Context: an optimization exercise on an open-source flow, tuned for small area, a short achievable clock period and few clock cycles per item. The choices shown serve that exercise and are no tape-out recipe. Function was checked by simulation only, so behaviour that the tests miss may differ from the original. Power is estimated from default activity; no workload was simulated.

trial 90:
// converter
module converter (clk, rst, number_in, valid_in, conv_type, select, reverse, number_out, valid_out);
input clk, rst;
input reverse;
input valid_in;
input [31:0] number_in;
input [1:0]  conv_type;
input [2:0]  select;
output [31:0] number_out;
output valid_out;
wire [5:0] set_in = {conv_type, select, reverse};
reg [31:0] factor_in;
always @* begin
  case (set_in)
    6'b00_000_0: factor_in = 32'h41cb3333; 6'b00_000_1: factor_in = 32'h3d214270;
    6'b00_001_0: factor_in = 32'h40228f5c; 6'b00_001_1: factor_in = 32'h3ec9930c;
    6'b00_010_0: factor_in = 32'h3cd013a9; 6'b00_010_1: factor_in = 32'h421d7afb;
    6'b00_011_0: factor_in = 32'h3e9c0ebf; 6'b00_011_1: factor_in = 32'h4051f944;
    6'b00_100_0: factor_in = 32'h399fcd90; 6'b00_100_1: factor_in = 32'h454d0d70;
    6'b00_101_0: factor_in = 32'h3f6a161e; 6'b00_101_1: factor_in = 32'h3f8bfb83;
    6'b00_110_0: factor_in = 32'h3a6fb458; 6'b00_110_1: factor_in = 32'h4488b3a0;
    6'b00_111_0: factor_in = 32'h3fcdfd8b; 6'b00_111_1: factor_in = 32'h3f1f1349;
    6'b01_000_0: factor_in = 32'h46dd7c00; 6'b01_000_1: factor_in = 32'h3813f27b;
    6'b01_001_0: factor_in = 32'h41e2cccd; 6'b01_001_1: factor_in = 32'h3d107acc;
    6'b01_010_0: factor_in = 32'h43e2cccd; 6'b01_010_1: factor_in = 32'h3b107ab7;
    6'b01_011_0: factor_in = 32'h3ee83e42; 6'b01_011_1: factor_in = 32'h400d17ee;
    6'b01_100_0: factor_in = 32'h40cb35a8; 6'b01_100_1: factor_in = 32'h3e214091;
  ...
export LEC_CHECK = 0
export CAP_MARGIN = 20
export CORE_MARGIN = 4
export CORE_UTILIZATION = 40
export PLACE_DENSITY = 0.6
export SETUP_SLACK_MARGIN = 3.5
export SLEW_MARGIN = 20
export SYNTH_HIERARCHICAL = 1
create_clock -name core_clock -period 10.0 [get_ports {clk}]
standard.sh (not shown) runs the stock make flow with config.mk's settings and CLKGATE_MAP_FILE= SYNTH_SCRIPT=/design/flow/synth_recipe.tcl, a recipe that flattens the netlist after the stock synthesis.
==> flow/flow/run.sh <==
#!/bin/bash
# The standard layout (the standard.sh: ORFS synthesis through finish, unchanged),
# except that the input and output ports are buffered with buf_2 cells, which the
# timing repair can size, rather than the delay buffers buffer_ports picks by default.
set -euo pipefail
export BUFFER_PORTS_ARGS="-buffer_cell sky130_fd_sc_hd__buf_2"
bash standard.sh > standard.log 2>&1
Per the final summary, trial 90 finished and its layout is clean on timing, DRC and antenna.
Testbench counts of trial 90, summed over its fixed seeds: cycles 3,804, items 2,503.
diff inputs: trial 90 => build 2
==> flow/run.sh (new file) <==
#!/bin/bash
# synth_recipe.tcl (not shown) runs the flow's synth.tcl, then flattens the netlist and writes it again
# the make line also repeats each setting of config.mk as NAME=value (left out here)
make -C /OpenROAD-flow-scripts/flow DESIGN_CONFIG=/design/flow/config.mk WORK_HOME=/design/flow/orfs CLKGATE_MAP_FILE= SYNTH_SCRIPT=/design/flow/synth_recipe.tcl finish
removed: flow/flow/run.sh
removed: flow/standard.sh
## What came out
Final area ends up higher on build 2. When build 2 is set beside trial 90, its wire length of the first global-routing pass turns out to be 1800 µm smaller. Detailed route, build 2 vs trial 90: via total higher for build 2. Relative to trial 90, clock skew increased by 3.9 ps in build 2. Of trial 90 and build 2, build 2 shows the lower fraction of final layout cells with drive strength greater than 1, with trial 90 above it.

* * *

build 69:
converter, a different RTL version from the one above (not shown whole).
Size in the first run: about 140 flip-flops.
## converter
module converter (clk, rst, number_in, valid_in, conv_type, select, reverse, number_out, valid_out);
input clk, rst;
input reverse;
input valid_in;
input [31:0] number_in;
input [1:0]  conv_type;
input [2:0]  select;
output [31:0] number_out;
output valid_out;
wire [5:0] set_in = {conv_type, select, reverse};
reg [31:0] factor_in;
always @* begin
  case (set_in)
    6'b00_000_0: factor_in = 32'h41cb3333; 6'b00_000_1: factor_in = 32'h3d214270;
    6'b00_001_0: factor_in = 32'h40228f5c; 6'b00_001_1: factor_in = 32'h3ec9930c;
    6'b00_010_0: factor_in = 32'h3cd013a9; 6'b00_010_1: factor_in = 32'h421d7afb;
    6'b00_011_0: factor_in = 32'h3e9c0ebf; 6'b00_011_1: factor_in = 32'h4051f944;
    6'b00_100_0: factor_in = 32'h399fcd90; 6'b00_100_1: factor_in = 32'h454d0d70;
    6'b00_101_0: factor_in = 32'h3f6a161e; 6'b00_101_1: factor_in = 32'h3f8bfb83;
    6'b00_110_0: factor_in = 32'h3a6fb458; 6'b00_110_1: factor_in = 32'h4488b3a0;
    6'b00_111_0: factor_in = 32'h3fcdfd8b; 6'b00_111_1: factor_in = 32'h3f1f1349;
    6'b01_000_0: factor_in = 32'h46dd7c00; 6'b01_000_1: factor_in = 32'h3813f27b;
    6'b01_001_0: factor_in = 32'h41e2cccd; 6'b01_001_1: factor_in = 32'h3d107acc;
    6'b01_010_0: factor_in = 32'h43e2cccd; 6'b01_010_1: factor_in = 32'h3b107ab7;
    6'b01_011_0: factor_in = 32'h3ee83e42; 6'b01_011_1: factor_in = 32'h400d17ee;
    6'b01_100_0: factor_in = 32'h40cb35a8; 6'b01_100_1: factor_in = 32'h3e214091;
    6'b01_101_0: factor_in = 32'h424b353f; 6'b01_101_1: factor_in = 32'h3ca140c2;
    6'b01_110_0: factor_in = 32'h4462cccd; 6'b01_110_1: factor_in = 32'h3a907ab7;
  ...
Settings: LEC_CHECK=0, CAP_MARGIN=20, CORE_MARGIN=4, CORE_UTILIZATION=40, PLACE_DENSITY=0.6, SETUP_SLACK_MARGIN=4.0, SLEW_MARGIN=20, SYNTH_HIERARCHICAL=1; clock period 10.0 ns.
run.sh (not shown) runs the stock make flow with config.mk's settings and CLKGATE_MAP_FILE= SYNTH_SCRIPT=/design/flow/synth_recipe.tcl, a recipe that flattens the netlist after the stock synthesis.
Stock flow here: none of the scripts above is used.
Build 69 completed end to end with timing, DRC and antenna clean.
Testbench counts of build 69, summed over its fixed seeds: cycles 3,804, items 2,503.
### build 69 -> build 90
Settings: CORE_UTILIZATION: 40 -> 70; SETUP_SLACK_MARGIN: 4.0 -> 3.75; PLACE_DENSITY: 0.6 -> 0.8.
==> flow/flow/run.sh (new file) <==
#!/bin/bash
# The standard layout (the standard.sh: ORFS synthesis through finish, unchanged),
# except that the input and output ports are buffered with buf_2 cells, which the
# timing repair can size, rather than the delay buffers buffer_ports picks by default.
set -euo pipefail
export BUFFER_PORTS_ARGS="-buffer_cell sky130_fd_sc_hd__buf_2"
bash standard.sh > standard.log 2>&1
==> flow/standard.sh (new file) <==
#!/bin/bash
# synth_recipe.tcl (not shown) runs the flow's synth.tcl, then flattens the netlist and writes it again
# the make line also repeats each setting of config.mk as NAME=value (left out here)
make -C /OpenROAD-flow-scripts/flow DESIGN_CONFIG=/design/flow/config.mk WORK_HOME=/design/flow/orfs CLKGATE_MAP_FILE= SYNTH_SCRIPT=/design/flow/synth_recipe.tcl "${@:-finish}"
removed: flow/run.sh
==> run summary <==
- Per the final summary, build 90 finished and its layout is clean on timing, DRC and antenna.
- For number of clock buffers inserted by TritonCTS, build 90 and build 69 come out practically identical.
- Relative to build 69, non-clock buffer instance count of the final layout has gone down in build 90.
- Compared with build 69, in build 90 worst path arrival time decreased by 2.13 ns relative to the old numbers, number of placement rows decreased by 24 relative to the old numbers, worst setup slack decreased by 0.29 ns relative to the old numbers.
What build 98 does differently from build 90 at the input level:
Settings: SETUP_SLACK_MARGIN changed from 3.75 to 4.0; CORE_UTILIZATION changed from 70 to 60; PLACE_DENSITY changed from 0.8 to 0.7.
==> run summary <==
- Build 90 completed; timing, DRC and antenna clean
- Build 98: full flow OK, the timing, design-rule and antenna checks passed
- Relative to build 90, the met1 wire length measured on build 98 has increased by a little under 10%.
- Build 98 ends up with a total of fill cells in the finished design that is 1109 higher than in build 90.
- Build 98 against build 90: number of antenna violations at the first check in global routing now sits lower, register-to-register setup slack now sits higher.
## Diff of input files: build 60 against build 98
Settings: a change of SETUP_SLACK_MARGIN from 4.0 to 3.75.
Notes after the runs:
Post-route cell area: build 60 and build 98 compared, higher one is build 98
Build 98 has higher met2 wire length than build 60.
For build 98, the destination of the critical timing path was t_r[23]$_DFF_P_, unlike build 60, where it was m_c$_DFF_P_.
Compared to build 98, the routing of build 60 uses less wire.
Compared build 60 vs build 98, and critical path buffer and inverter count is down in build 60.
Compared with build 98, in build 60 fraction of power consumed by the clock network has increased; combinational cell fraction of total power has decreased; share of layout cells above drive strength 1 has decreased.

[what the ideal ports hide]
The flow's constraints put no driver on any port. The routed layouts listed below were extracted and timed again, unchanged, in two steps.
Step 1 sets driving cells, clkbuf_16 on the clock port and buf_2 on the other inputs (assumed; they add their load-dependent delay and slew).
Step 2 also shifts input and output timing later by t, the mid clock arrival at the registers, as if the neighbouring blocks saw the same clock.
Slacks: no drivers / after step 1 / after step 2; pairs: no drivers / after step 1.
run	t (ns)	slack for setup (ns)	cell pins on the clock port's net
trial 90	0.528	3.617 / 3.552 / 3.258	1
build 2	0.526	3.640 / 3.605 / 3.150	1
build 69	0.527	4.047 / 4.032 / 3.541	1
build 90	0.526	3.760 / 3.701 / 3.359	1
build 98	0.528	3.983 / 4.007 / 3.491	1
build 60	0.516	3.725 / 3.725 / 3.338	1
After both steps every run listed still meets setup and hold. For build 69, which loses most, drivers alone change the setup slack by -0.015 ns; drivers and shift together by -0.506 ns.
